Context: an optimization exercise on an open-source flow, tuned for small area. The choices shown serve that exercise and are no tape-out recipe.
Function was checked by simulation only, so behaviour that the tests miss may differ from the original.
Power is estimated from default activity; no workload was simulated.

<file path="flow/constraint.sdc">
create_clock -name core_clock -period 5.0 [get_ports {clk_i}]
set_input_delay 1.0000 -clock core_clock [delete_from_list [all_inputs] [get_ports {clk_i}]]
set_output_delay 1.0000 -clock core_clock [all_outputs]
set_load 0.01 [all_outputs]
</file>
<file path="flow/config.mk">
export PLATFORM = sky130hd
export DESIGN_NAME = csi2_rx_core
export DESIGN_NICKNAME = csi2_rx_core
export VERILOG_FILES = /design/flow/design.v
export SDC_FILE = /design/flow/constraint.sdc
export NUM_CORES = 4
export LEC_CHECK = 0
export CAP_MARGIN = 20
export CORE_MARGIN = 2
export CORE_UTILIZATION = 40
export CTS_BUF_LIST = sky130_fd_sc_hd__clkbuf_8
export CTS_CLUSTER_DIAMETER = 60
export CTS_CLUSTER_SIZE = 16
export SLEW_MARGIN = 20
</file>
<file path="flow/standard.sh">
#!/bin/bash
# synth_recipe.tcl (not shown) runs the flow's synth.tcl, then flattens the netlist and writes it again
# the make line also repeats each setting of config.mk as NAME=value (left out here)
make -C /OpenROAD-flow-scripts/flow DESIGN_CONFIG=/design/flow/config.mk WORK_HOME=/design/flow/orfs CLKGATE_MAP_FILE= SYNTH_SCRIPT=/design/flow/synth_recipe.tcl "${@:-finish}"
</file>
<file path="flow/flow/area.abc">
strash
dc2
dch -f
amap
mfs2
strash
dc2
dch -f
amap
</file>
<file path="flow/flow/run.sh">
#!/bin/bash
# The standard layout flow (standard.sh) with two changes:
#  1. after the standard synthesis, its combinational logic is mapped
#     again by ABC with an area-oriented script (flow/area.abc); the
#     registers, their names and cells are left as they are;
#  2. the port buffers are the smallest buffer cell (buf_1) instead of
#     the delay buffer that buffer_ports picks by default.
# Each tool's output goes to a log file of its own in this folder.
set -euo pipefail
F=flow
RES=orfs/results/$FLOW_PLATFORM/csi2_rx_core/base
LIB=$FLOW_HOME/platforms/$FLOW_PLATFORM/lib/sky130_fd_sc_hd__tt_025C_1v80.lib
YOSYS=$FLOW_HOME/../tools/install/yosys/bin/yosys
[ -x "$YOSYS" ] || YOSYS=yosys

# 1. standard synthesis
bash standard.sh synth > 1_standard_synth.log 2>&1

# 2. area re-mapping of the combinational logic
mkdir -p resyn
python3 $F/split_lib.py $LIB resyn/keep.lib resyn/comb.lib
DONT_USE=$(grep -o -- "-dont_use [A-Za-z0-9_]*" orfs/logs/$FLOW_PLATFORM/csi2_rx_core/base/1_2_yosys.log | sort -u | tr '\n' ' ')
cp $RES/1_2_yosys.v resyn/1_2_yosys.standard.v
cat > resyn/resyn.ys <<EOT
read_liberty -lib resyn/keep.lib
read_liberty -ignore_miss_func resyn/comb.lib
read_verilog resyn/1_2_yosys.standard.v
hierarchy -top $FLOW_TOP
flatten
rename -hide w:*.*
opt_clean -purge
tee -o resyn/stat_before.txt stat -liberty $LIB
abc -script $F/area.abc -liberty $LIB $DONT_USE
read_liberty -lib -overwrite resyn/comb.lib
opt_clean -purge
setundef -zero
splitnets
opt_clean -purge
hilomap -singleton -hicell sky130_fd_sc_hd__conb_1 HI -locell sky130_fd_sc_hd__conb_1 LO
insbuf -buf sky130_fd_sc_hd__buf_4 A X
check -assert -mapped
tee -o resyn/stat_after.txt stat -liberty $LIB
write_verilog -noattr -nohex -nodec resyn/1_2_yosys.area.v
EOT
$YOSYS -s resyn/resyn.ys > 2_resyn_yosys.log 2>&1
cp resyn/1_2_yosys.area.v $RES/1_2_yosys.v
rm -f $RES/1_synth.odb $RES/1_synth.sdc

# 3. the rest of the standard flow, with buf_1 port buffers
bash standard.sh BUFFER_PORTS_ARGS="-buffer_cell sky130_fd_sc_hd__buf_1" finish > 3_standard_finish.log 2>&1
</file>
<file path="flow/flow/split_lib.py">
#!/usr/bin/env python3
"""Split a Liberty file into the cells kept as they are (flip-flops,
latches, tie cells: seq.lib) and the combinational cells whose
functions are read in for re-mapping (comb.lib)."""
import re
import sys

text = open(sys.argv[1]).read()
starts = [m.start() for m in re.finditer(r'\n\s*cell\s*\(', text)]
head = text[:starts[0]]
end = text.rindex('}')
cells = [text[s:(starts[i + 1] if i + 1 < len(starts) else end)]
         for i, s in enumerate(starts)]
keep = [c for c in cells
        if re.search(r'\b(ff|latch|statetable)\s*\(', c) or 'conb' in c[:80]]
comb = [c for c in cells if c not in keep]
open(sys.argv[2], 'w').write(head + ''.join(keep) + '\n}\n')
open(sys.argv[3], 'w').write(head + ''.join(comb) + '\n}\n')
</file>
<file path="flow/design.v">
module csi2_rx_core
(
  input                 clk_i,
  input                 rst_i,
  input                 enable_i,
  input  [15 : 0]       byte_data_i,
  input  [1 : 0]        hs_data_valid_i,
  output logic          header_err_o,
  output logic          corr_header_err_o,
  output logic          crc_err_o,
  output logic          frame_start_o,
  output logic          frame_end_o,
  output logic [39 : 0] px_tdata_o,
  output logic          px_tvalid_o,
  output logic          px_tlast_o
);
localparam bit [7 : 0] SYNC_PATTERN = 8'b10111000;
logic phy_rst;
logic [1 : 0] hs_d1;
logic [1 : 0] hs_d2;
logic         en_d1;
logic         en_d2;
always_ff @( posedge clk_i, posedge rst_i )
  if( rst_i )
    begin
      hs_d1 <= '0;
      hs_d2 <= '0;
      en_d1 <= 1'b0;
      en_d2 <= 1'b0;
    end
  else
    begin
      hs_d1 <= hs_data_valid_i;
      hs_d2 <= hs_d1;
      en_d1 <= enable_i;
      en_d2 <= en_d1;
    end
logic [1 : 0][7 : 0] ub_d1;
logic [1 : 0][7 : 0] ub_d2;
logic [1 : 0][7 : 0] ba_byte;
logic [1 : 0][2 : 0] ba_shift;
logic [1 : 0]        ba_done;
logic [1 : 0]        ba_valid;
logic [1 : 0][2 : 0] ba_offs;
logic [1 : 0]        ba_found;
logic [1 : 0]        ba_lock;
logic                reset_align;
always_comb
  for( int l = 0; l < 2; l++ )
    begin
      ba_offs[l]  = 3'd0;
      ba_found[l] = 1'b0;
      for( int i = 7; i >= 0; i-- )
        if( 8'( { ub_d1[l], ub_d2[l] } >> i ) == SYNC_PATTERN )
          begin
            ba_offs[l]  = 3'( i );
            ba_found[l] = 1'b1;
          end
      ba_lock[l] = !ba_done[l] && ba_found[l] && hs_d2[l];
    end
always_ff @( posedge clk_i )
  for( int l = 0; l < 2; l++ )
    begin
      ub_d1[l]   <= byte_data_i[l * 8 +: 8];
      ub_d2[l]   <= ub_d1[l];
      ba_byte[l] <= 8'( { ub_d1[l], ub_d2[l] } >> ba_shift[l] );
      if( ba_lock[l] )
        ba_shift[l] <= ba_offs[l];
    end
always_ff @( posedge clk_i, posedge rst_i )
  if( rst_i )
    begin
      ba_done  <= '0;
      ba_valid <= '0;
    end
  else
    for( int l = 0; l < 2; l++ )
      begin
        if( ba_lock[l] )
          ba_done[l] <= 1'b1;
        else
          if( reset_align )
            ba_done[l] <= 1'b0;
        ba_valid[l] <= !reset_align && hs_d2[l] && ba_done[l];
      end
logic [1 : 0][7 : 0] wd1;
logic [1 : 0][7 : 0] wd2;
logic [1 : 0][7 : 0] wd3;
logic [1 : 0][7 : 0] wa_word;
logic [1 : 0]        vd1;
logic [1 : 0]        vd2;
logic [1 : 0]        vd3;
logic [1 : 0][1 : 0] sel_reg;
logic [1 : 0][1 : 0] sel;
logic                wa_valid;
logic                all_valid;
assign all_valid   = &vd1;
assign reset_align = phy_rst || ( |( vd1 & vd2 & vd3 ) && !all_valid );
always_comb
  for( int l = 0; l < 2; l++ )
    if( all_valid && !wa_valid )
      sel[l] = vd3[l] ? 2'd2 : vd2[l] ? 2'd1 : 2'd0;
    else
      sel[l] = sel_reg[l];
always_ff @( posedge clk_i )
  begin
    wd1     <= ba_byte;
    wd2     <= wd1;
    wd3     <= wd2;
    sel_reg <= sel;
    for( int l = 0; l < 2; l++ )
      wa_word[l] <= sel[l][1] ? wd3[l] : sel[l][0] ? wd2[l] : wd1[l];
  end
always_ff @( posedge clk_i, posedge rst_i )
  if( rst_i )
    begin
      vd1      <= '0;
      vd2      <= '0;
      vd3      <= '0;
      wa_valid <= 1'b0;
    end
  else
    begin
      vd1 <= ba_valid;
      vd2 <= vd1;
      vd3 <= vd2;
      if( phy_rst )
        wa_valid <= 1'b0;
      else
        if( all_valid && &ba_valid )
          wa_valid <= 1'b1;
    end
logic          map_hi;
logic [31 : 0] map_data;
logic          map_valid;
always_ff @( posedge clk_i )
  map_data <= { wa_word, map_data[31 : 16] };
always_ff @( posedge clk_i, posedge rst_i )
  if( rst_i )
    begin
      map_hi    <= 1'b0;
      map_valid <= 1'b0;
    end
  else
    begin
      if( phy_rst )
        map_hi <= 1'b0;
      else
        if( wa_valid )
          map_hi <= !map_hi;
      map_valid <= map_hi && wa_valid && !phy_rst;
    end
logic [31 : 0] hdr_word;
logic          hdr_valid_d;
logic          hdr_passed;
logic          hdr_flip;
logic          hdr_valid;
logic          hdr_first;
logic [5 : 0]  parity;
logic [5 : 0]  syndrome;
logic [23 : 0] err_mask;
logic          correctable;
logic [31 : 0] word_c;
logic          pkt_error;
localparam bit [143 : 0] ERR_SYNDROME = {
  6'd59, 6'd55, 6'd47, 6'd31, 6'd56, 6'd52, 6'd50, 6'd49,
  6'd44, 6'd42, 6'd41, 6'd38, 6'd37, 6'd35, 6'd28, 6'd26,
  6'd25, 6'd22, 6'd21, 6'd19, 6'd14, 6'd13, 6'd11, 6'd7 };
always_comb
  begin
    parity[0] = hdr_word[0]  ^ hdr_word[1]  ^ hdr_word[2]  ^ hdr_word[4]  ^ hdr_word[5]  ^
                hdr_word[7]  ^ hdr_word[10] ^ hdr_word[11] ^ hdr_word[13] ^ hdr_word[16] ^
                hdr_word[20] ^ hdr_word[21] ^ hdr_word[22] ^ hdr_word[23];
    parity[1] = hdr_word[0]  ^ hdr_word[1]  ^ hdr_word[3]  ^ hdr_word[4]  ^ hdr_word[6]  ^
                hdr_word[8]  ^ hdr_word[10] ^ hdr_word[12] ^ hdr_word[14] ^ hdr_word[17] ^
                hdr_word[20] ^ hdr_word[21] ^ hdr_word[22] ^ hdr_word[23];
    parity[2] = hdr_word[0]  ^ hdr_word[2]  ^ hdr_word[3]  ^ hdr_word[5]  ^ hdr_word[6]  ^
                hdr_word[9]  ^ hdr_word[11] ^ hdr_word[12] ^ hdr_word[15] ^ hdr_word[18] ^
                hdr_word[20] ^ hdr_word[21] ^ hdr_word[22];
    parity[3] = hdr_word[1]  ^ hdr_word[2]  ^ hdr_word[3]  ^ hdr_word[7]  ^ hdr_word[8]  ^
                hdr_word[9]  ^ hdr_word[13] ^ hdr_word[14] ^ hdr_word[15] ^ hdr_word[19] ^
                hdr_word[20] ^ hdr_word[21] ^ hdr_word[23];
    parity[4] = hdr_word[4]  ^ hdr_word[5]  ^ hdr_word[6]  ^ hdr_word[7]  ^ hdr_word[8]  ^
                hdr_word[9]  ^ hdr_word[16] ^ hdr_word[17] ^ hdr_word[18] ^ hdr_word[19] ^
                hdr_word[20] ^ hdr_word[22] ^ hdr_word[23];
    parity[5] = hdr_word[10] ^ hdr_word[11] ^ hdr_word[12] ^ hdr_word[13] ^ hdr_word[14] ^
                hdr_word[15] ^ hdr_word[16] ^ hdr_word[17] ^ hdr_word[18] ^ hdr_word[19] ^
                hdr_word[21] ^ hdr_word[22] ^ hdr_word[23];
  end
assign syndrome = parity ^ hdr_word[29 : 24];
always_comb
  for( int i = 0; i < 24; i++ )
    err_mask[i] = syndrome == ERR_SYNDROME[i * 6 +: 6];
assign correctable = |err_mask;
assign hdr_first   = hdr_valid_d && !hdr_passed && !phy_rst;
assign word_c      = { hdr_word[31 : 24],
                       hdr_word[23 : 0] ^ ( hdr_flip ? err_mask : 24'd0 ) };
assign pkt_error   = header_err_o && !corr_header_err_o;
always_ff @( posedge clk_i )
  begin
    if( map_valid )
      hdr_word <= map_data;
    hdr_flip <= hdr_first && correctable;
  end
always_ff @( posedge clk_i, posedge rst_i )
  if( rst_i )
    begin
      hdr_valid_d       <= 1'b0;
      hdr_passed        <= 1'b0;
      hdr_valid         <= 1'b0;
      header_err_o      <= 1'b0;
      corr_header_err_o <= 1'b0;
    end
  else
    if( phy_rst )
      begin
        hdr_valid_d       <= 1'b0;
        hdr_passed        <= 1'b0;
        hdr_valid         <= 1'b0;
        header_err_o      <= 1'b0;
        corr_header_err_o <= 1'b0;
      end
    else
      begin
        hdr_valid_d <= map_valid;
        hdr_valid   <= hdr_valid_d;
        if( hdr_first )
          begin
            hdr_passed <= 1'b1;
            if( syndrome != 6'd0 )
              header_err_o <= 1'b1;
            if( correctable )
              corr_header_err_o <= 1'b1;
          end
      end
logic          ax_running;
logic          ax_disable;
logic [15 : 0] ax_cnt;
logic          ax_tvalid;
logic          ax_tlast;
logic [1 : 0]  ax_strb;
logic [31 : 0] ax_data;
logic          ax_header;
logic          ax_long;
logic          ax_short;
logic          ax_last;
logic          ax_take;
assign ax_header = hdr_valid && !pkt_error && !ax_running;
assign ax_long   = ax_header && ( word_c[5 : 4] != 2'd0 );
assign ax_short  = ax_header && ( word_c[5 : 4] == 2'd0 );
assign ax_last   = ax_running &&
                   ( hdr_valid ? ( ( ax_cnt[15 : 2] == 14'd0 && ax_cnt[1 : 0] != 2'd3 ) ||
                                   &ax_cnt[15 : 1] )
                               : ( ax_cnt == 16'hfffe ) );
assign ax_take   = ax_header || ax_running && hdr_valid;
assign phy_rst   = ax_short || ax_last || pkt_error || ax_disable;
always_ff @( posedge clk_i )
  begin
    if( ax_long )
      ax_cnt <= word_c[23 : 8];
    else
      if( hdr_valid )
        ax_cnt[15 : 2] <= ax_cnt[15 : 2] - 1'b1;
    if( hdr_valid )
      ax_data <= word_c;
    ax_tlast <= ax_short || ax_last;
    ax_strb <= ax_last ? ax_cnt[1 : 0] + 1'b1 : 2'd3;
  end
always_ff @( posedge clk_i, posedge rst_i )
  if( rst_i )
    begin
      ax_running <= 1'b0;
      ax_disable <= 1'b0;
      ax_tvalid  <= 1'b0;
    end
  else
    begin
      if( ax_long )
        ax_running <= 1'b1;
      else
        if( phy_rst )
          ax_running <= 1'b0;
      if( ( !ax_running && !ax_header || ax_last ) && !en_d2 )
        ax_disable <= 1'b1;
      else
        if( en_d2 )
          ax_disable <= 1'b0;
      ax_tvalid <= ax_take;
    end
logic          crc_run;
logic          crc_eop_d1;
logic [15 : 0] crc;
logic [4 : 0][15 : 0] crc_b;
logic          crc_eop;
logic          crc_bad;
function automatic logic [15 : 0] crc_step( input logic [15 : 0] c, input logic [7 : 0] b );
  logic [15 : 0] r;
  r = c;
  for( int i = 0; i < 8; i++ )
    r = ( r >> 1 ) ^ ( ( r[0] ^ b[i] ) ? 16'h8408 : 16'h0 );
  crc_step = r;
endfunction
assign crc_b[0] = crc;
assign crc_b[1] = crc_step( crc_b[0], ax_data[7 : 0]   );
assign crc_b[2] = crc_step( crc_b[1], ax_data[15 : 8]  );
assign crc_b[3] = crc_step( crc_b[2], ax_data[23 : 16] );
assign crc_b[4] = crc_step( crc_b[3], ax_data[31 : 24] );
assign crc_eop = ax_tlast && crc_run;
always_comb
  case( ax_strb )
    2'd0:    crc_bad = crc_b[1] != 16'd0;
    2'd1:    crc_bad = crc_b[2] != 16'd0;
    2'd2:    crc_bad = crc_b[3] != 16'd0;
    default: crc_bad = crc_b[4] != 16'd0;
  endcase
always_ff @( posedge clk_i )
  begin
    crc_eop_d1 <= crc_eop;
    if( crc_eop_d1 || !crc_run )
      crc <= 16'hffff;
    else
      if( ax_tvalid )
        crc <= crc_b[4];
  end
always_ff @( posedge clk_i, posedge rst_i )
  if( rst_i )
    begin
      crc_run   <= 1'b0;
      crc_err_o <= 1'b0;
    end
  else
    begin
      if( !crc_run && ax_tvalid && ax_data[7 : 0] > 8'hf )
        crc_run <= 1'b1;
      else
        if( crc_run && ax_tvalid && ax_tlast )
          crc_run <= 1'b0;
      crc_err_o <= crc_eop && ax_tvalid && crc_bad;
    end
localparam bit [1 : 0] IDLE_S = 2'd0;
localparam bit [1 : 0] RUN_S  = 2'd1;
localparam bit [1 : 0] IGN_S  = 2'd2;
logic [1 : 0]  pl_state;
logic [13 : 0] pl_left;
logic          pl_inf;
logic          pl_ign;
logic          pl_rem;
logic          pl_tvalid;
logic          pl_tlast;
logic          pl_start;
logic          pl_done;
assign pl_start = pl_state == IDLE_S && ax_tvalid && ax_data[5 : 0] == 6'h2b;
assign pl_done  = !pl_inf && pl_left == ( pl_rem ? 14'h3fff : 14'd0 );
always_ff @( posedge clk_i )
  pl_tlast <= pl_state == RUN_S && ax_tvalid && !pl_inf &&
              pl_left == ( pl_rem ? 14'd0 : 14'd1 );
always_ff @( posedge clk_i )
  if( pl_start )
    begin
      pl_left <= ax_data[23 : 10];
      pl_rem  <= ax_data[9 : 8] != 2'd0;
      pl_inf  <= &ax_data[23 : 10] && ax_data[9 : 8] != 2'd0;
      pl_ign  <= ax_data[9] == ax_data[8];
    end
  else
    if( ax_tvalid )
      pl_left <= pl_left - 1'b1;
always_ff @( posedge clk_i, posedge rst_i )
  if( rst_i )
    begin
      pl_state      <= IDLE_S;
      frame_start_o <= 1'b0;
      frame_end_o   <= 1'b0;
      pl_tvalid     <= 1'b0;
    end
  else
    begin
      case( pl_state )
        IDLE_S:
          if( pl_start )
            pl_state <= RUN_S;
        RUN_S:
          if( pl_done )
            pl_state <= pl_ign ? IGN_S : IDLE_S;
        IGN_S:
          if( ax_tvalid )
            pl_state <= IDLE_S;
        default:
          pl_state <= pl_state;
      endcase
      if( ax_tvalid )
        begin
          frame_start_o <= pl_state == IDLE_S && ax_data[5 : 0] == 6'h00;
          frame_end_o   <= pl_state == IDLE_S && ax_data[5 : 0] == 6'h01;
        end
      pl_tvalid <= pl_state == RUN_S && ax_tvalid && !pl_done;
    end
logic [4 : 0]  gb_st;
logic [31 : 8] gb_prev;
always_ff @( posedge clk_i )
  if( pl_tvalid )
    gb_prev <= ax_data[31 : 8];
always_ff @( posedge clk_i, posedge rst_i )
  if( rst_i )
    begin
      gb_st       <= 5'b00001;
      px_tdata_o  <= '0;
      px_tvalid_o <= 1'b0;
      px_tlast_o  <= 1'b0;
    end
  else
    begin
      px_tvalid_o <= !gb_st[0] && pl_tvalid;
      if( pl_tvalid )
        begin
          px_tlast_o <= pl_tlast;
          gb_st      <= ( pl_tlast || gb_st[4] ) ? 5'b00001 : { gb_st[3 : 0], 1'b0 };
          if( gb_st[0] )
            px_tdata_o[31 : 0] <= ax_data;
          if( gb_st[1] )
            px_tdata_o[39 : 32] <= ax_data[7 : 0];
          if( gb_st[2] )
            px_tdata_o <= { ax_data[15 : 0], gb_prev[31 : 8] };
          if( gb_st[3] )
            px_tdata_o <= { ax_data[23 : 0], gb_prev[31 : 16] };
          if( gb_st[4] )
            px_tdata_o <= { ax_data[31 : 0], gb_prev[31 : 24] };
        end
    end
endmodule
</file>
==> results of run 1 <==
cells in the final DEF (no fill, tap or decap), types with 7 or more instances in the layout:
master,instances
a21oi_1,79
a221oi_1,26
a222oi_1,11
a22o_1,7
a22oi_1,23
a31oi_1,18
buf_1,67
buf_4,26
clkbuf_8,35
clkinv_1,170
dfrtp_1,79
dfxtp_1,170
edfxtp_1,127
inv_1,12
nand2_1,155
nand3_1,17
nand4_1,21
nor2_1,180
nor2b_1,9
nor3_1,18
nor4_1,12
o21ai_0,122
o221ai_1,18
o22a_1,26
o22ai_1,118
o41ai_1,9
or2_0,18
routing by layer:
layer  track usage  part of all wire  up-vias
met5             0                 0        -
met2         0.360              0.49      398
met4        0.0955             0.043        0
met3        0.0359             0.057       96
li1              -                 -     5831
met1         0.250              0.41     5415
critical path, delay by kind of cell, from the launching register on:
family             cells  cell delay (ps)
AOI/OAI and AO/OA      3              400
DFF                    1              420
and+or+nand+nor       17             3650
repair_timing:
item | CTS | global route
hold buffers | 0 | 0
setup buffers | 0 | 0
endpoints found under the setup margin | 0 | 5
gates resized for setup | 0 | 3
path summary, 6_finish.rpt:
check	from	endpoint	slack [ps]
min in group asynchronous	rst_i	hs_d2[1]$_DFF_PP0_	430
worst max-delay path	ax_cnt[2]$_DFFE_PP_	ba_done[0]$_DFFE_PP0P_	430
max in group asynchronous	rst_i	pl_state[0]$_DFFE_PP0P_	3550
worst min register to register	ub_d1[7]$_DFF_P_	ub_d2[7]$_DFF_P_	330
worst min-delay path	ub_d1[7]$_DFF_P_	ub_d2[7]$_DFF_P_	330
worst max register to register	ax_cnt[2]$_DFFE_PP_	ba_done[0]$_DFFE_PP0P_	430
power by group:
group / internal (mW) / leakage [nW] / switching, mW
sequential: 3.22 / 3.65 / 0.0308
combinational: 0.0253 / 2.02 / 0.0440
clock: 0.784 / 0.386 / 1.05
total: 4.03 / 6.06 / 1.13
area by class of cell:
type                       count  area, um^2
fill                        3579       20500
sequential                   378        9250
multi-input combinational    949        5220
tap                          511         639
inverter                     169         637
clock buffer                  35         482
timing repair buffer          93         447
clock inverter                26         193
==> results.yml, run 1 <==
sta:
  fin_crit_ps: 4570
  period_share: 0.914
  final.setup.worst_slack_ps: 430
  fin_setup_tns_ps: 0
  setup_viol: 0
  rsz0062_at_grt: "no"
  slew_viol_final: 0
  final_hold_viol_count: 0
  worst_slew_pin_slew_ps: 1040
  fmaxAchievable_mhz: 219
  hold_ws_ps: 331
  slew_headroom: 0.309
  finClkSkew_ps: 28.6
power:
  power_mw: 5.16
  ir_drop_v: 0.000249
  p_per_area_nw_per_um2: 306
  power.leakage_nw: 6.06
placed_design:
  dp_worst_setup_slack_ps: 402
  gp_congestion: 0.963
  placedCellCount: 2100
  port_buffers: 67
  hpwlAfterDp_mm: 29.9
  placed_cell_area_um2: 16200
routing:
  wl_per_cell_um: 18.7
  wl_mm: 40.4
  postRouteAntennaNets: 0
  drc: 0
  drt_iter0_markers: 953
  drtPass1Iterations: 8
  post_drt_via_cell_ratio: 5.43
  vias: 11740
clocking:
  cts_buffer_depth: 3
  clk_pin_slew_ps: 90
  clk_latency_ps: 580
  cts_tree: "built"
  cts_sinks: 378
  h-tree-depth: 2
  cts_made_buffers: 34
  root_buffer: "clkbuf_8"
worst_setup_path:
  crit_required_ps: 5460
  critical_path_class: "reg -> reg"
  worst_r2r_path_depth: 20
  cp-end-kind: "flip-flop"
  max_stage_delay_ps: 420
  worstSetupStartpointType: "flip-flop"
  worstPathCellList: "nor2_1 -> nand2_1 -> or2_0 -> or2_0 -> or2_0 -> or2_0 -> or2_0 -> or2_0 -> or2_0 -> or3_1 -> nor2_1 -> nand2_1 -> or4_1 -> o41ai_1 -> nor2_1 -> o21ai_0 -> nor2_1 -> o311ai_1 -> nor2b_1 -> or2_0"
  cp_common_cell: "or2_0"
  critPathArrivalTime_ps: 5030
  slowest_stage: "edfxtp_1"
  path_max_fanout: 4
grt:
  antenna_found_initial: 0
  grt_usage: 0.207
  grt_pass1_wl_mm: 62.3
  grt_pass1_vias: 11123
  grt-ovfl-total: 0
  grt_max_degree: 53
floorplan:
  fp-row-count: 71
  ios: 68
  die_h_um: 198
  dieArea_um2: 39300
  die_w_um: 198
  start_util: 0.403
  core_area_um2: 37400
logic_synthesis:
  yosysWarnings: 1
  synth_area_um2: 15100
  syn-num-nets: 1517
  syn_area_per_cell_um2: 10.1
  synthCells: 1496
layout:
  largest_reg_flops: 40
  post-route-util: 0.451
  final_nets: 1646
  drive_above_1_share: 0.0485
  final_cells: 2161
  diodes: 0
  design_area_um2: 16900
  regMostFlops: "px_tdata_o"
  area_delta_synth_final_pct: 11.9
job:
  maxCapViolCount: 0
outcome:
  outcome: "no timing/DRC/antenna violations"
worst_hold_path:
  min_path_cells: 0
  holdCritPathClass: "reg -> reg"
==> inputs of run 2 (changes only) <==
==> flow/flow/area.abc (replaced) <==
strash
&get -n
&deepsyn -T 30
&put
dch -f
amap
mfs2
strash
dch -f
amap
==> flow/config.mk (replaced) <==
export PLATFORM = sky130hd
export DESIGN_NAME = csi2_rx_core
export DESIGN_NICKNAME = csi2_rx_core
export VERILOG_FILES = /design/flow/design.v
export SDC_FILE = /design/flow/constraint.sdc
export NUM_CORES = 4
export LEC_CHECK = 0
export CAP_MARGIN = 0
export CORE_MARGIN = 2
export CORE_UTILIZATION = 65
export CTS_BUF_LIST = sky130_fd_sc_hd__clkbuf_8
export CTS_CLUSTER_DIAMETER = 60
export CTS_CLUSTER_SIZE = 16
export SLEW_MARGIN = 0
==> results.yml, run 2 <==
routing:
  vias: 12026
  drtPass1Iterations: 7
  postRouteAntennaNets: 0
  wl_mm: 40.3
  wl_per_cell_um: 20.9
  post_drt_via_cell_ratio: 6.23
  drc: 0
  drt_iter0_markers: 1335
grt:
  grt_pass1_vias: 11395
  grt-ovfl-total: 0
  antenna_found_initial: 0
  grt_usage: 0.334
  grt_pass1_wl_mm: 62.0
  grt_max_degree: 49
power:
  intPower_mw: 3.82
  switchingPower_mw: 1.07
  ir_drop_v: 0.000341
  clkPwrFrac: 0.319
  power_frac_seq: 0.666
  swShare: 0.219
  power.leakage_nw: 5.91
  combPwrFrac: 0.015
  p_per_area_nw_per_um2: 300
worst_setup_path:
  cp-end-kind: "flip-flop"
  critPathTopFamily: "simple AND/OR/NAND/NOR gates"
  path_max_fanout: 4
  cp-startpoint: "ax_cnt[2]$_DFFE_PP_"
  cp_common_cell: "or2_0"
  worstPathCellList: "nor2_1 -> nand2_1 -> or2_0 -> or2_0 -> or2_0 -> or2_0 -> or2_0 -> or2_0 -> or2_0 -> or2_0 -> or3_1 -> a2111oi_1 -> nor2_1 -> nor2_2 -> nor2_1 -> o21ai_0 -> nor2_1 -> o21ai_0 -> nor2b_1 -> or2_0"
  critPathBufInv: 0
  cp.depth: 20
  regToRegStartpoint: "ax_cnt[2]$_DFFE_PP_"
  worstSetupStartpointType: "flip-flop"
  slowest_stage: "or3_1"
  critical_path_class: "reg -> reg"
  worst_r2r_path_depth: 20
  max_stage_delay_ps: 430
  critPathArrivalTime_ps: 5070
  crit_required_ps: 5510
sta:
  fin_crit_ps: 4570
  fin_setup_tns_ps: 0
  period_share: 0.914
  rsz0062_at_grt: "no"
  hold_ws_ps: 321
  slew_viol_final: 0
  finClkSkew_ps: 30.1
  final_hold_viol_count: 0
  setup_viol: 0
  worst_slew_pin_slew_ps: 890
  fmaxAchievable_mhz: 219
  slew_headroom: 0.406
clocking:
  root_buffer: "clkbuf_8"
  cts_tree: "built"
  clk_pin_slew_ps: 100
  cts_made_buffers: 29
  cts_sinks: 378
  clk_latency_ps: 630
  cts_buffer_depth: 3
  hold_buffers: 0
  h-tree-depth: 1
worst_hold_path:
  min_path_cells: 0
  hold_start: "ub_d1[15]$_DFF_P_"
  holdCritPathClass: "reg -> reg"
floorplan:
  core_area_um2: 22600
  ios: 68
  dieArea_um2: 24100
  start_util: 0.660
  fp-row-count: 55
  die_h_um: 155
  die_w_um: 155
layout:
  largest_reg_flops: 40
  drive_above_1_share: 0.0474
  most-common-layout-cells: "nor2_1, dfxtp_1, clkinv_1, edfxtp_1, o22ai_1"
  layout_commonest_cell: "nor2_1"
  area_delta_synth_final_pct: 9.38
  regMostFlops: "px_tdata_o"
  diodes: 0
  final_nets: 1647
logic_synthesis:
  yosysWarnings: 1
  syn-num-nets: 1518
  synth_area_um2: 14900
  syn_area_per_cell_um2: 9.95
  synthCells: 1497
placed_design:
  port_buffers: 67
  gp_congestion: 1.02
  hpwlAfterDp_mm: 30.2
outcome:
  outcome: "no timing/DRC/antenna violations"
job:
  maxCapViolCount: 0
[run 2: area by class of cell]
| class | count | area (um^2) |
|---|---|---|
| Timing Repair Buffer | 98 | 484 |
| Sequential cell | 378 | 9250 |
| Clock buffer | 30 | 413 |
| Tap cell | 285 | 357 |
| Fill cell | 1668 | 6280 |
| Multi-Input combinational cell | 951 | 5050 |
| Clock inverter | 21 | 114 |
| Inverter | 168 | 632 |
[run 2: timing repair]
item,CTS,global route
resized for setup,0,10
buffers inserted,0,0
endpoints found under the setup margin,0,23
[run 2: path summary, 6_finish.rpt]
path / endpoint / slack, ps
max: ba_done[0]$_DFFE_PP0P_ / 430
min: ub_d2[15]$_DFF_P_ / 320
max reg2reg: ba_done[0]$_DFFE_PP0P_ / 430
min reg2reg: ub_d2[15]$_DFF_P_ / 320
max in group asynchronous: pl_state[0]$_DFFE_PP0P_ / 3530
min in group asynchronous: px_tdata_o[11]$_DFFE_PP0P_ / 440
[run 2: routing by layer]
metal  vias up  wire length [um]  GRT usage
met4         0              2440      0.175
met1      5479             15300      0.413
li1       5729                 -          -
met2       668             19400      0.565
met3       150              3240     0.0568
met5         -                 0          0
[run 2: power by group through the flow]
| stage | sequential (mW) | combinational [mW] | clock, mW |
|---|---|---|---|
| after floorplan | 3.31 | 0.0491 | 0 |
| after global placement | 3.32 | 0.0693 | 0 |
| after detailed placement | 3.32 | 0.0714 | 0 |
| after CTS | 3.26 | 0.0715 | 1.58 |
| after global routing | 3.26 | 0.0806 | 1.67 |
| final | 3.26 | 0.0709 | 1.56 |
[run 2: per-stage QoR]
step	power [mW]	area (um^2)	setup slack, ps	instances	utilization
3_3_place_gp	3.39	15700	343	1880	0.697
5_1_grt	5.02	16300	40.6	1931	0.722
2_1_floorplan	3.36	14900	667	1497	-
6_report	4.89	16300	432	1931	0.722
4_1_cts	4.91	16300	138	1931	0.721
3_5_place_dp	3.40	15700	169	1880	0.697
[run 2: worst reg2reg max path, stage by stage (launching register included)]
cell,delay [ps]
edfxtp_1,410
nor2_1,220
nand2_1,110
or2_0,240
or2_0,250
or2_0,250
or2_0,250
or2_0,250
or2_0,260
or2_0,260
or2_0,270
or3_1,430
a2111oi_1,280
nor2_1,90
nor2_2,150
nor2_1,80
o21ai_0,100
nor2_1,130
o21ai_0,150
nor2b_1,90
or2_0,210
==> inputs of run 3 (changes only) <==
--- a/flow/flow/run.sh
+++ b/flow/flow/run.sh
@@ -4,7 +4,8 @@
 #     again by ABC with an area-oriented script (flow/area.abc); the
 #     registers, their names and cells are left as they are;
 #  2. the port buffers are the smallest buffer cell (buf_1) instead of
-#     the delay buffer that buffer_ports picks by default.
+#     the delay buffer that buffer_ports picks by default;
+#  3. clock tree synthesis adds no dummy loads.
 # Each tool's output goes to a log file of its own in this folder.
 set -euo pipefail
 F=flow
@@ -47,4 +48,6 @@
 rm -f $RES/1_synth.odb $RES/1_synth.sdc
 
 # 3. the rest of the standard flow, with buf_1 port buffers
-bash standard.sh BUFFER_PORTS_ARGS="-buffer_cell sky130_fd_sc_hd__buf_1" finish > 3_standard_finish.log 2>&1
+bash standard.sh BUFFER_PORTS_ARGS="-buffer_cell sky130_fd_sc_hd__buf_1" \
+  CTS_ARGS="-sink_clustering_enable -repair_clock_nets -dont_use_dummy_load -sink_clustering_size 16 -sink_clustering_max_diameter 60 -buf_list sky130_fd_sc_hd__clkbuf_8" \
+  finish > 3_standard_finish.log 2>&1
--- a/flow/config.mk
+++ b/flow/config.mk
@@ -11,4 +11,5 @@
 export CTS_BUF_LIST = sky130_fd_sc_hd__clkbuf_8
 export CTS_CLUSTER_DIAMETER = 60
 export CTS_CLUSTER_SIZE = 16
+export GPL_TIMING_DRIVEN = 0
 export SLEW_MARGIN = 0
==> results.yml, run 3 <==
outcome:
  outcome: "no timing/DRC/antenna violations"
worst_setup_path:
  cp_common_cell: "clkinv_1"
  cp-end-kind: "flip-flop"
  worstSetupStartpointType: "flip-flop"
  critPathArrivalTime_ps: 5010
  r2r_end: "crc_err_o$_DFF_PP0_"
  critPathBufInv: 4
  max_stage_delay_ps: 430
  critPathTopFamily: "compound AO/OA/AOI/OAI gates"
  r2r_setup_slack_ps: 380
  path_max_fanout: 6
  worstPathCellList: "clkinv_1 -> a21oi_2 -> nand2_1 -> o21ai_1 -> clkinv_1 -> o21ai_1 -> clkinv_1 -> o21ai_0 -> clkinv_1 -> o22ai_1 -> nor2_1 -> a21oi_2 -> nor2_1 -> a21oi_1 -> nand4_1 -> o32a_1 -> nor4b_4 -> nor3_1"
  worst_r2r_path_depth: 18
  crit_required_ps: 5390
  critical_path_class: "reg -> reg"
  slowest_stage: "edfxtp_1"
  regToRegStartpoint: "ax_data[2]$_DFFE_PP_"
floorplan:
  fp-row-count: 55
  ios: 68
  dieArea_um2: 24100
  die_w_um: 155
  start_util: 0.660
  die_h_um: 155
  core_area_um2: 22600
layout:
  most-common-layout-cells: "nor2_1, dfxtp_1, clkinv_1, edfxtp_1, o22ai_1"
  final_nets: 1630
  area_delta_synth_final_pct: 8.54
  diodes: 0
  largest_reg_flops: 40
  drive_above_1_share: 0.0442
  regMostFlops: "px_tdata_o"
  layout_commonest_cell: "nor2_1"
  design_area_um2: 16200
  post-route-util: 0.716
grt:
  grt-ovfl-total: 0
  grt_pass1_wl_mm: 57.7
  grt_usage: 0.310
  grt-busiest-layer: "met2"
  grtUsageMet2: 0.495
  met1_usage: 0.426
  antenna_found_initial: 0
  grt_pass1_vias: 10649
  grt_max_degree: 82
  met3_usage: 0.0490
placed_design:
  port_buffers: 67
  dp_worst_setup_slack_ps: -689
  gp_congestion: 0.987
  hpwlAfterDp_mm: 27.6
  placed_cell_area_um2: 15600
routing:
  wl_per_cell_um: 20.0
  vias: 11858
  postRouteAntennaNets: 0
  post_drt_via_cell_ratio: 6.27
  drc: 0
  wl_mm: 37.9
  drtPass1Iterations: 6
  drt_iter0_markers: 1152
logic_synthesis:
  syn-num-nets: 1518
  synth_area_um2: 14900
  syn_area_per_cell_um2: 9.95
  yosysWarnings: 1
  synthCells: 1497
power:
  intPower_mw: 3.86
  power_mw: 4.86
  clkPwrFrac: 0.316
  ir_drop_v: 0.000301
  swShare: 0.206
  p_per_area_nw_per_um2: 301
  power_frac_seq: 0.670
  combPwrFrac: 0.015
  power.leakage_nw: 5.76
  switchingPower_mw: 1.00
sta:
  setup_viol: 0
  worst_slew_pin_slew_ps: 1370
  period_share: 0.925
  slew_viol_final: 0
  fin_crit_ps: 4620
  final_hold_viol_count: 0
  slew_headroom: 0.0850
  hold_ws_ps: 268
  fmaxAchievable_mhz: 216
  finClkSkew_ps: 56.5
  final.setup.worst_slack_ps: 377
worst_hold_path:
  min_path_cells: 0
  hold_path_end: "wd1[11]$_DFF_P_"
  hold_start: "ba_byte[11]$_DFF_P_"
  holdCritPathClass: "reg -> reg"
clocking:
  cts_sinks: 378
  root_buffer: "clkbuf_8"
  hold_buffers: 0
  cts_made_buffers: 34
  clk_latency_ps: 550
  cts_buffer_depth: 3
  cts_tree: "built"
  h-tree-depth: 2
  clk_pin_slew_ps: 100
job:
  maxCapViolCount: 0
==> run 3: how the worst max path moves through the flow <==
stage	cells after the start	to	start	slack, ps
global route	20	ba_done[1]$_DFFE_PP0P_	ax_cnt[2]$_DFFE_PP_	-30
detailed placement	21	crc_err_o$_DFF_PP0_	ax_data[1]$_DFFE_PP_	-690
CTS	21	crc_err_o$_DFF_PP0_	ax_data[1]$_DFFE_PP_	40
global placement	6	px_tdata_o[31]$_DFFE_PP0P_	gb_st[4]$_DFFE_PP0P_	-1450
finish	18	crc_err_o$_DFF_PP0_	ax_data[2]$_DFFE_PP_	380
floorplan	21	crc_err_o$_DFF_PP0_	ax_data[1]$_DFFE_PP_	670
==> run 3: layer usage <==
layer / vias to the layer above / share of wire
li1: 5669 / -
met1: 5440 / 0.41
met2: 641 / 0.46
met3: 108 / 0.090
met4: 0 / 0.044
met5: - / 0
==> run 3: repair_timing <==
item                                    in CTS  in global routing
pin swaps                                    0                  0
endpoints found under the setup margin       2                 33
resized for setup                            6                 28
buffers inserted                             0                  5
gates cloned                                 0                  1
==> run 3: power by group through the flow <==
stage	clock network (mW)	registers (mW)	logic (mW)
after floorplan	0	3.31	0.0491
after global placement	0	3.32	0.0700
after detailed placement	0	3.32	0.0716
after CTS	1.55	3.26	0.0721
after global routing	1.66	3.26	0.0807
final	1.53	3.26	0.0715
==> run 3: final cells by class <==
| type | count | area, um^2 |
|---|---|---|
| tap | 285 | 357 |
| sequential | 378 | 9250 |
| multi-input combinational | 951 | 5110 |
| fill | 1683 | 6400 |
| timing repair inverter | 1 | 7.51 |
| clock buffer | 34 | 468 |
| inverter | 168 | 646 |
| timing repair buffer | 75 | 332 |
==> run 3: per-stage QoR <==
| stage | instances | setup TNS, ps |
|---|---|---|
| final | 1892 | 0 |
| after global routing | 1892 | -50.5 |
| after CTS | 1886 | 0 |
| after detailed placement | 1852 | -787 |
| after global placement | 1849 | -45080 |
| after floorplan | 1497 | 0 |
==> inputs of run 4 (changes only) <==
--- a/flow/config.mk
+++ b/flow/config.mk
@@ -11,5 +11,4 @@
 export CTS_BUF_LIST = sky130_fd_sc_hd__clkbuf_8
 export CTS_CLUSTER_DIAMETER = 60
 export CTS_CLUSTER_SIZE = 16
-export GPL_TIMING_DRIVEN = 0
 export SLEW_MARGIN = 0
==> results.yml, run 4 <==
outcome:
  outcome: "no timing/DRC/antenna violations"
clocking:
  cts_made_buffers: 29
  cts_buffer_depth: 3
  clk_pin_slew_ps: 90
  root_buffer: "clkbuf_8"
  cts_sinks: 378
  h-tree-depth: 1
  hold_buffers: 0
  cts_tree: "built"
  post-cts-setup-buffers: 0
  cts_resized: 0
  clk_latency_ps: 610
sta:
  rsz0062_at_grt: "no"
  slew_headroom: 0.393
  worst_slew_pin_slew_ps: 910
  fin_crit_ps: 4560
  setup_viol: 0
  period_share: 0.913
  hold_ws_ps: 283
  final_hold_viol_count: 0
  fmaxAchievable_mhz: 219
  finClkSkew_ps: 49.8
  slew_viol_final: 0
  final.setup.worst_slack_ps: 435
  fin_setup_tns_ps: 0
routing:
  postRouteAntennaNets: 0
  drc: 0
  wl_met2_mm: 19.5
  wl_met3_mm: 3.27
  wl_mm: 40.3
  drt_iter0_markers: 1318
  routed.top_layer: "met4"
  wl_per_cell_um: 21.1
  vias: 12035
  wl_met1_mm: 15.1
  drtPass1Iterations: 7
  post_drt_via_cell_ratio: 6.30
layout:
  multiInputGateArea_um2: 5050
  most-common-layout-cells: "nor2_1, dfxtp_1, clkinv_1, edfxtp_1, o22ai_1"
  area_delta_synth_final_pct: 8.56
  regMostFlops: "px_tdata_o"
  design_area_um2: 16200
  fill_cells: 1686
  final_cells: 1910
  layout_commonest_cell: "nor2_1"
  final_nets: 1647
  largest_reg_flops: 40
  drive_above_1_share: 0.0431
  post-route-util: 0.716
  seqCellArea_um2: 9250
logic_synthesis:
  syn_area_per_cell_um2: 9.95
  yosysWarnings: 1
  synthCells: 1497
  synth_area_um2: 14900
  syn-num-nets: 1518
worst_hold_path:
  hold_start: "ub_d1[15]$_DFF_P_"
  hold_path_end: "ub_d2[15]$_DFF_P_"
  holdCritPathClass: "reg -> reg"
  min_path_cells: 0
placed_design:
  placedCellCount: 1880
  hpwlAfterDp_mm: 30.2
  port_buffers: 67
  dp_worst_setup_slack_ps: 169
  placed_cell_area_um2: 15700
  gp_congestion: 1.02
grt:
  grt_max_degree: 49
  antenna_found_initial: 0
  grt_pass1_vias: 11342
  grt_usage: 0.333
  grt_pass1_wl_mm: 61.8
  grt-ovfl-total: 0
power:
  power_mw: 4.75
  power.leakage_nw: 5.80
  p_per_area_nw_per_um2: 293
  ir_drop_v: 0.000303
worst_setup_path:
  cp-end-kind: "flip-flop"
  critPathArrivalTime_ps: 5070
  r2r_setup_slack_ps: 440
  worstSetupStartpointType: "flip-flop"
  regToRegStartpoint: "ax_cnt[2]$_DFFE_PP_"
  critical_path_class: "reg -> reg"
  r2r_end: "ba_done[0]$_DFFE_PP0P_"
  crit_required_ps: 5500
  path_max_fanout: 4
  worst_r2r_path_depth: 20
floorplan:
  dieArea_um2: 24100
  core_area_um2: 22600
  die_w_um: 155
  ios: 68
  die_h_um: 155
  start_util: 0.660
  fp-row-count: 55
job:
  maxCapViolCount: 0
==> run 4: critical path: stages, from the launching register on <==
cell and delay, ps:
edfxtp_1 410, nor2_1 220, nand2_1 110, or2_0 240
or2_0 250, or2_0 250, or2_0 250, or2_0 250
or2_0 260, or2_0 250, or2_0 270, or3_1 430
a2111oi_1 280, nor2_1 90, nor2_2 150, nor2_1 70
o21ai_0 100, nor2_1 130, o21ai_0 150, nor2b_1 100
or2_0 200
==> run 4: how the worst max path moves through the flow <==
stage                          from                endpoint  slack, ps  cells past startpoint
2_1_floorplan  ax_data[1]$_DFFE_PP_     crc_err_o$_DFF_PP0_        670                     21
3_3_place_gp   ax_data[1]$_DFFE_PP_     crc_err_o$_DFF_PP0_        340                     21
3_5_place_dp   ax_data[1]$_DFFE_PP_     crc_err_o$_DFF_PP0_        170                     21
4_1_cts        ax_data[1]$_DFFE_PP_     crc_err_o$_DFF_PP0_        140                     21
5_1_grt         ax_cnt[2]$_DFFE_PP_  ba_done[0]$_DFFE_PP0P_         30                     20
6_report        ax_cnt[2]$_DFFE_PP_  ba_done[0]$_DFFE_PP0P_        440                     20
==> run 4: power by group <==
group	switching, mW	internal [mW]
clock	0.902	0.516
sequential	0.0325	3.22
combinational	0.0476	0.0237
total	0.982	3.76
==> run 4: routing by layer <==
metal  global-route usage  vias up
li1                     -     5713
met1                0.412     5502
met2                0.569      659
met3               0.0526      161
met4                0.172        0
met5                    0        -
==> run 4: final cells by class <==
type                       instances  area share
inverter                         168      0.0391
sequential                       378       0.572
timing repair buffer              98      0.0299
clock buffer                      29      0.0247
multi-input combinational        951       0.312
antenna                            1    0.000155
tap                              285      0.0221
==> inputs of run 5 (changes only) <==
--- a/flow/config.mk
+++ b/flow/config.mk
@@ -7,7 +7,7 @@
 export LEC_CHECK = 0
 export CAP_MARGIN = 0
 export CORE_MARGIN = 2
-export CORE_UTILIZATION = 65
+export CORE_UTILIZATION = 72
 export CTS_BUF_LIST = sky130_fd_sc_hd__clkbuf_8
 export CTS_CLUSTER_DIAMETER = 60
 export CTS_CLUSTER_SIZE = 16
==> results.yml, run 5 <==
floorplan:
  die_h_um: 148
  fp-row-count: 52
  die_w_um: 148
  start_util: 0.734
  dieArea_um2: 21900
  core_area_um2: 20300
  ios: 68
placed_design:
  placedCellCount: 1856
  dp_worst_setup_slack_ps: 30.3
  hpwlAfterDp_mm: 31.4
  gp_congestion: 1.02
  port_buffers: 67
routing:
  wl_per_cell_um: 22.3
  drtPass1Iterations: 8
  vias: 12447
  drc: 0
  wl_mm: 42.0
  drt_iter0_markers: 1388
  post_drt_via_cell_ratio: 6.59
  postRouteAntennaNets: 0
worst_hold_path:
  hold_path_end: "map_data[23]$_DFF_P_"
  min_path_cells: 0
  holdCritPathClass: "reg -> reg"
  hold_start: "wa_word[7]$_DFF_P_"
worst_setup_path:
  crit_required_ps: 5330
  r2r_end: "ax_cnt[9]$_DFFE_PP_"
  cp-end-kind: "flip-flop"
  critical_path_class: "reg -> reg"
  path_max_fanout: 15
  worstSetupStartpointType: "flip-flop"
  regToRegStartpoint: "hdr_word[23]$_DFFE_PP_"
  r2r_setup_slack_ps: 420
  worst_r2r_path_depth: 18
  critPathArrivalTime_ps: 4910
layout:
  most-common-layout-cells: "nor2_1, dfxtp_1, clkinv_1, edfxtp_1, o22ai_1"
  final_cells: 1888
  fill_cells: 1268
  regMostFlops: "px_tdata_o"
  largest_reg_flops: 40
  layout_commonest_cell: "nor2_1"
  post-route-util: 0.793
  drive_above_1_share: 0.0396
  final_nets: 1640
  area_delta_synth_final_pct: 8.08
sta:
  setup_viol: 0
  final_hold_viol_count: 0
  worst_slew_pin_slew_ps: 1280
  period_share: 0.916
  fmaxAchievable_mhz: 218
  slew_headroom: 0.147
  finClkSkew_ps: 68.9
  final.setup.worst_slack_ps: 420
  slew_viol_final: 0
  fin_crit_ps: 4580
  fin_setup_tns_ps: 0
clocking:
  root_buffer: "clkbuf_8"
  clk_latency_ps: 600
  cts_tree: "built"
  cts_sinks: 378
  h-tree-depth: 1
  cts_made_buffers: 29
  clk_pin_slew_ps: 100
  cts_buffer_depth: 3
  hold_buffers: 0
logic_synthesis:
  yosysWarnings: 1
  synth_area_um2: 14900
  synthCells: 1497
  syn_area_per_cell_um2: 9.95
  syn-num-nets: 1518
grt:
  grt_pass1_wl_mm: 64.3
  grt-ovfl-total: 0
  grt_max_degree: 51
  antenna_found_initial: 0
  grt_usage: 0.382
  grt_pass1_vias: 12162
power:
  ir_drop_v: 0.000304
  power.leakage_nw: 5.77
  p_per_area_nw_per_um2: 296
  power_mw: 4.76
job:
  maxCapViolCount: 0
outcome:
  outcome: "no timing/DRC/antenna violations"
==> run 5: layout make-up <==
type | count | area, um^2 | area share
Antenna cell | 1 | 2.50 | 0.000155
Clock buffer | 29 | 399 | 0.0248
Inverter | 168 | 632 | 0.0393
Multi-Input combinational cell | 951 | 5050 | 0.314
Sequential cell | 378 | 9250 | 0.574
Tap cell | 270 | 338 | 0.0210
Timing Repair Buffer | 91 | 432 | 0.0268
==> run 5: power by group <==
group | switching (mW) | total [mW] | internal [mW]
registers | 0.0343 | 3.26 | 3.22
logic | 0.0514 | 0.0751 | 0.0237
clock network | 0.908 | 1.43 | 0.517
==> run 5: metrics by stage <==
step | hold slack (ps) | cell area [um^2]
4_1_cts | 327 | 16100
3_3_place_gp | 310 | 15700
5_1_grt | 339 | 16100
3_5_place_dp | 312 | 15700
2_1_floorplan | 310 | 14900
6_report | 330 | 16100
==> run 5: repair_timing <==
item                                    4_1_cts  5_1_grt
endpoints found under the hold margin         0        0
setup buffers                                 0        2
resized for setup                             1       10
endpoints found under the setup margin        1       13
==> run 5: how the worst max path moves through the flow <==
stage | startpoint | end | slack, ps | depth (start not counted)
5_1_grt | ax_data[5]$_DFFE_PP_ | crc_err_o$_DFF_PP0_ | -6 | 22
2_1_floorplan | ax_data[1]$_DFFE_PP_ | crc_err_o$_DFF_PP0_ | 670 | 21
3_5_place_dp | ax_data[1]$_DFFE_PP_ | crc_err_o$_DFF_PP0_ | 30 | 21
4_1_cts | ax_data[1]$_DFFE_PP_ | crc_err_o$_DFF_PP0_ | 120 | 21
6_report | hdr_word[23]$_DFFE_PP_ | ax_cnt[9]$_DFFE_PP_ | 420 | 18
3_3_place_gp | ax_data[1]$_DFFE_PP_ | crc_err_o$_DFF_PP0_ | 310 | 21
==> run 5: metal layers <==
metal	track usage	wire length [um]	vias to the layer above
li1	-	-	5694
met1	0.443	14500	5667
met2	0.663	20500	856
met3	0.0556	3600	230
met4	0.253	3450	0
met5	0	0	-
==> run 5: critical path: stages, from the launching register on <==
cell and delay, ps:
edfxtp_1 450, clkinv_1 150, o22ai_1 280, xnor2_1 150, o21ai_0 440, nor2_1 100
a21oi_1 160, xor2_1 380, clkinv_1 150, nand3_1 170, or3_1 160, nor2_1 50
o21ai_0 520, nor3_1 160, nor2_1 400, clkinv_1 160, buf_4 220, nor2_1 150
a31oi_1 60
==> inputs of run 6 (changes only) <==
--- a/flow/design.v
+++ b/flow/design.v
@@ -45,18 +45,15 @@
 logic [1 : 0]        ba_found;
 logic [1 : 0]        ba_lock;
 logic                reset_align;
+logic [1 : 0][7 : 0] ba_match;
 always_comb
   for( int l = 0; l < 2; l++ )
     begin
-      ba_offs[l]  = 3'd0;
-      ba_found[l] = 1'b0;
-      for( int i = 7; i >= 0; i-- )
-        if( 8'( { ub_d1[l], ub_d2[l] } >> i ) == SYNC_PATTERN )
-          begin
-            ba_offs[l]  = 3'( i );
-            ba_found[l] = 1'b1;
-          end
-      ba_lock[l] = !ba_done[l] && ba_found[l] && hs_d2[l];
+      for( int i = 0; i < 8; i++ )
+        ba_match[l][i] = 8'( { ub_d1[l], ub_d2[l] } >> i ) == SYNC_PATTERN;
+      ba_found[l] = |ba_match[l];
+      ba_offs[l]  = { |( ba_match[l] & 8'hf0 ), |( ba_match[l] & 8'hcc ), |( ba_match[l] & 8'haa ) };
+      ba_lock[l]  = !ba_done[l] && ba_found[l] && hs_d2[l];
     end
 always_ff @( posedge clk_i )
   for( int l = 0; l < 2; l++ )
--- a/flow/config.mk
+++ b/flow/config.mk
@@ -11,4 +11,5 @@
 export CTS_BUF_LIST = sky130_fd_sc_hd__clkbuf_8
 export CTS_CLUSTER_DIAMETER = 60
 export CTS_CLUSTER_SIZE = 16
+export GPL_TIMING_DRIVEN = 0
 export SLEW_MARGIN = 0
==> results.yml, run 6 <==
outcome:
  outcome: "no timing/DRC/antenna violations"
grt:
  antenna_found_initial: 0
  grt_pass1_vias: 11462
  grt-ovfl-total: 0
  grt_pass1_wl_mm: 59.6
  grt_max_degree: 82
  grt_usage: 0.349
placed_design:
  hpwlAfterDp_mm: 27.6
  port_buffers: 67
  gp_congestion: 0.979
  placedCellCount: 1832
worst_setup_path:
  critPathArrivalTime_ps: 5240
  worstSetupStartpointType: "flip-flop"
  crit_required_ps: 5480
  path_max_fanout: 7
  critical_path_class: "reg -> reg"
  cp-end-kind: "flip-flop"
layout:
  regMostFlops: "px_tdata_o"
  layout_commonest_cell: "nor2_1"
  drive_above_1_share: 0.0351
  most-common-layout-cells: "nor2_1, dfxtp_1, clkinv_1, o22ai_1, edfxtp_1"
  final_nets: 1618
  area_delta_synth_final_pct: 7.51
  seqCellArea_um2: 9250
  final_cells: 1866
  fill_cells: 1303
  multiInputGateArea_um2: 5050
  largest_reg_flops: 40
routing:
  drt_iter0_markers: 1304
  wl_mm: 38.5
  drc: 0
  post_drt_via_cell_ratio: 6.54
  wl_met1_mm: 14.5
  routed.top_layer: "met4"
  wl_per_cell_um: 20.7
  wl_met3_mm: 4.09
  drtPass1Iterations: 6
  postRouteAntennaNets: 0
  vias: 12205
  wl_met2_mm: 18.2
sta:
  finClkSkew_ps: 60.8
  setup_viol: 0
  final_hold_viol_count: 0
  worst_slew_pin_slew_ps: 1360
  period_share: 0.951
  fin_crit_ps: 4760
  slew_viol_final: 0
  rsz0062_at_grt: "yes"
  slew_headroom: 0.0953
  hold_ws_ps: 310
  fmaxAchievable_mhz: 210
  fin_setup_tns_ps: 0
clocking:
  hold_buffers: 0
  clk_latency_ps: 620
  cts_sinks: 378
  cts_buffer_depth: 3
  root_buffer: "clkbuf_8"
  clk_pin_slew_ps: 100
  h-tree-depth: 1
  cts_made_buffers: 29
  cts_tree: "built"
logic_synthesis:
  synthCells: 1492
  syn-num-nets: 1513
  synth_area_um2: 14900
  syn_area_per_cell_um2: 9.97
  yosysWarnings: 1
power:
  ir_drop_v: 0.000347
  power.leakage_nw: 5.66
  p_per_area_nw_per_um2: 297
floorplan:
  die_w_um: 148
  core_area_um2: 20200
  fp-row-count: 52
  dieArea_um2: 21800
  start_util: 0.735
  ios: 68
  die_h_um: 148
worst_hold_path:
  holdCritPathClass: "reg -> reg"
job:
  maxCapViolCount: 0
-- run 6: cell type report --
type,count,area share
sequential,378,0.578
multi-input combinational,944,0.316
tap,270,0.0211
antenna,1,0.000156
inverter,170,0.0404
timing repair buffer,74,0.0198
clock buffer,29,0.0249
-- run 6: metrics by stage --
step                      cell area (um^2)   util  setup slack, ps  power [mW]
final                                16000  0.791              243        4.75
after global routing                 16000  0.791             -119        4.88
after CTS                            15900  0.788             49.5        4.76
after detailed placement             15500  0.767             -681        3.40
after global placement               15500  0.765             -682        3.39
after floorplan                      14900      -              724        3.36
-- run 6: critical path: stages (launching register included) --
cell	delay (ps)
edfxtp_1	530
nor2_1	90
a21oi_2	210
clkinv_1	170
o21ai_0	270
clkinv_1	190
o21ai_1	320
clkinv_1	140
o22ai_1	290
clkinv_1	170
o22ai_1	320
nand2_1	90
o21ai_0	240
nor2_1	130
a21oi_2	310
o21ai_0	180
nor2_1	120
a21oi_1	70
nor3_1	180
nor2_1	80
nor4b_2	370
nor3_2	160
-- run 6: repair_timing --
| action | CTS | global route |
|---|---|---|
| gates resized for setup | 10 | 10 |
| pin swaps | 0 | 2 |
| setup endpoints to repair | 43 | 38 |
| setup buffers | 0 | 4 |
-- run 6: routing by layer --
layer	track usage	vias up
li1	-	5625
met1	0.463	5658
met2	0.573	768
met3	0.0608	154
met4	0.152	0
met5	0	-
-- run 6: power by group --
part / switching (mW) / internal (mW) / total [mW]
sequential: 0.0324 / 3.22 / 3.26
combinational: 0.0487 / 0.0261 / 0.0748
clock: 0.908 / 0.516 / 1.42
-- run 6: path summary, 6_finish.rpt --
path                                       from  slack [ps]                   endpoint  cells past startpoint
max in group asynchronous                 rst_i        3890        hdr_valid$_DFF_PP0_                      2
setup reg to reg           ax_data[0]$_DFFE_PP_         240        crc_err_o$_DFF_PP0_                     21
hold reg to reg              wa_word[9]$_DFF_P_         310       map_data[25]$_DFF_P_                      0
min in group asynchronous                 rst_i         500  px_tdata_o[4]$_DFFE_PP0P_                      2
hold / removal               wa_word[9]$_DFF_P_         310       map_data[25]$_DFF_P_                      0
setup / recovery           ax_data[0]$_DFFE_PP_         240        crc_err_o$_DFF_PP0_                     21
==> inputs of run 7 (changes only) <==
--- a/flow/config.mk
+++ b/flow/config.mk
@@ -11,5 +11,4 @@
 export CTS_BUF_LIST = sky130_fd_sc_hd__clkbuf_8
 export CTS_CLUSTER_DIAMETER = 60
 export CTS_CLUSTER_SIZE = 16
-export GPL_TIMING_DRIVEN = 0
 export SLEW_MARGIN = 0
==> results.yml, run 7 <==
outcome:
  outcome: "no timing/DRC/antenna violations"
worst_setup_path:
  crit_required_ps: 5460
  regToRegStartpoint: "ax_cnt[2]$_DFFE_PP_"
  worstSetupStartpointType: "flip-flop"
  critPathArrivalTime_ps: 5130
  critical_path_class: "reg -> reg"
  r2r_setup_slack_ps: 330
  worst_r2r_path_depth: 25
  cp-end-kind: "flip-flop"
  path_max_fanout: 4
  r2r_end: "ba_done[1]$_DFFE_PP0P_"
sta:
  period_share: 0.935
  fin_crit_ps: 4670
  final.setup.worst_slack_ps: 327
  rsz0062_at_grt: "no"
  slew_headroom: 0.361
  worst_slew_pin_slew_ps: 949
  fmaxAchievable_mhz: 214
  setup_viol: 0
  hold_ws_ps: 308
  fin_setup_tns_ps: 0
  final_hold_viol_count: 0
  finClkSkew_ps: 64.2
  slew_viol_final: 0
placed_design:
  port_buffers: 67
  hpwlAfterDp_mm: 30.0
  gp_congestion: 0.970
  placed_cell_area_um2: 15600
  dp_worst_setup_slack_ps: 226
  placedCellCount: 1850
clocking:
  cts_sinks: 378
  post-cts-setup-buffers: 0
  clk_latency_ps: 610
  cts_tree: "built"
  cts_buffer_depth: 3
  h-tree-depth: 1
  clk_pin_slew_ps: 90
  root_buffer: "clkbuf_8"
  cts_made_buffers: 30
floorplan:
  die_h_um: 148
  ios: 68
  die_w_um: 148
  fp-row-count: 52
  dieArea_um2: 21800
  core_area_um2: 20200
  start_util: 0.735
logic_synthesis:
  syn-num-nets: 1513
  yosysWarnings: 1
  synthCells: 1492
  syn_area_per_cell_um2: 9.97
  synth_area_um2: 14900
grt:
  grt_pass1_wl_mm: 61.0
  grt_max_degree: 54
  met3_usage: 0.0528
  grt-ovfl-total: 0
  antenna_found_initial: 0
  grtUsageMet2: 0.610
  grt_usage: 0.361
  met1_usage: 0.469
  grt-busiest-layer: "met2"
  grt_pass1_vias: 11336
layout:
  final_cells: 1880
  diodes: 0
  drive_above_1_share: 0.0366
  regMostFlops: "px_tdata_o"
  post-route-util: 0.794
  final_nets: 1633
  area_delta_synth_final_pct: 7.96
  most-common-layout-cells: "nor2_1, dfxtp_1, clkinv_1, o22ai_1, edfxtp_1"
  layout_commonest_cell: "nor2_1"
  design_area_um2: 16100
  largest_reg_flops: 40
routing:
  drtPass1Iterations: 6
  vias: 12245
  drt_iter0_markers: 1380
  postRouteAntennaNets: 0
  wl_mm: 40.0
  drc: 0
  post_drt_via_cell_ratio: 6.51
  wl_per_cell_um: 21.3
worst_hold_path:
  hold_start: "wa_word[8]$_DFF_P_"
  min_path_cells: 0
  holdCritPathClass: "reg -> reg"
  hold_path_end: "map_data[24]$_DFF_P_"
power:
  ir_drop_v: 0.000397
  p_per_area_nw_per_um2: 297
  power.leakage_nw: 5.71
  power_mw: 4.77
job:
  maxCapViolCount: 0
==> run 7: cell count changes in the layout (fill, tap and decap cells not counted), sizes merged <==
cell | previous run | this run
inv | 1 | 0
buf | 74 | 88
clkbuf | 29 | 30
diode | 1 | 0
clkinv | 169 | 170
==> run 7: where the power goes <==
group	switching [mW]	leakage, nW	internal (mW)
Sequential	0.0349	3.63	3.22
Combinational	0.0486	1.87	0.0260
Clock	0.903	0.216	0.533
==> run 7: worst max-delay path, stage by stage, from the launching register on <==
cell and delay (ps):
edfxtp_1 420, nor2_1 190, nand2_1 110, or2_0 250, nor2_1 170, clkinv_1 120, nor2_1 160, clkinv_1 110
nor2_1 150, clkinv_1 120, or3_1 410, nor2_1 190, clkinv_1 100, nor2_1 140, clkinv_1 100, nor2_1 140
clkinv_1 100, nor2_1 220, a31oi_1 170, nor2_2 210, nor2_1 80, o21ai_0 110, nor2_1 150, o21ai_0 270
nor2b_1 120, or2_0 230
==> run 7: layout make-up <==
cell class / instances / area, um^2
flip-flops and latches: 378 / 9250
multi-input cells: 944 / 5020
fillers: 1267 / 4170
inverters: 170 / 639
clock buffers: 30 / 413
repair buffers: 88 / 409
well taps: 270 / 338
==> run 7: metal layers <==
layer	up-vias	wire, um	part of all wire
li1	5693	-	-
met1	5574	14700	0.37
met2	807	19300	0.48
met3	171	3990	0.10
met4	0	2040	0.051
met5	-	0	0
==> run 7: worst max-delay path by stage <==
stage / depth (start not counted) / to / start
3_3_place_gp: 20 / crc_err_o$_DFF_PP0_ / ax_data[0]$_DFFE_PP_
2_1_floorplan: 16 / ax_cnt[4]$_DFFE_PP_ / hdr_word[23]$_DFFE_PP_
5_1_grt: 21 / ax_cnt[9]$_DFFE_PP_ / hdr_word[12]$_DFFE_PP_
4_1_cts: 20 / crc_err_o$_DFF_PP0_ / ax_data[0]$_DFFE_PP_
3_5_place_dp: 20 / crc_err_o$_DFF_PP0_ / ax_data[0]$_DFFE_PP_
6_report: 25 / ba_done[1]$_DFFE_PP0P_ / ax_cnt[2]$_DFFE_PP_
==> run 7: repair_timing <==
item                                    CTS  global route
gates resized for setup                   0             6
hold buffers                              0             0
endpoints found under the hold margin     0             0
endpoints found under the setup margin    0            19

static timing again, ports no longer ideal:
In the flow no input, the clock included, has a driving cell. The finished layouts below were timed again as built, in two steps. Step 1, drivers: a clkbuf_16 drives clk_i and a buf_2 each remaining input, both assumed. Step 2 adds t to the input delays and takes it off the output delays; t is the mean of the earliest and latest rising clock arrival at the registers after step 1. Input paths then give back, and output paths get back, about the clock's delay inside the block. Slacks: no drivers / after step 1 / after step 2; pairs: no drivers / after step 1.
run | shift t [ns] | setup slack, ns | clock arrival spread, ns | slew at the worst register clock pin (ns) | worst data-port slew with drivers (ns)
run 1 | 0.615 | 0.430 / 0.430 / 0.430 | 0.031 / 0.031 | 0.11 / 0.11 | 0.04
run 2 | 0.657 | 0.432 / 0.432 / 0.432 | 0.044 / 0.044 | 0.11 / 0.11 | 0.03
run 3 | 0.562 | 0.377 / 0.377 / 0.377 | 0.057 / 0.057 | 0.10 / 0.10 | 0.03
run 4 | 0.633 | 0.435 / 0.435 / 0.435 | 0.050 / 0.050 | 0.10 / 0.10 | 0.03
run 5 | 0.613 | 0.420 / 0.420 / 0.420 | 0.070 / 0.069 | 0.10 / 0.10 | 0.03
run 6 | 0.631 | 0.243 / 0.243 / 0.243 | 0.061 / 0.061 | 0.10 / 0.10 | 0.03
run 7 | 0.620 | 0.327 / 0.327 / 0.327 | 0.067 / 0.066 | 0.10 / 0.10 | 0.05
After both steps setup and hold are still met in every run listed.
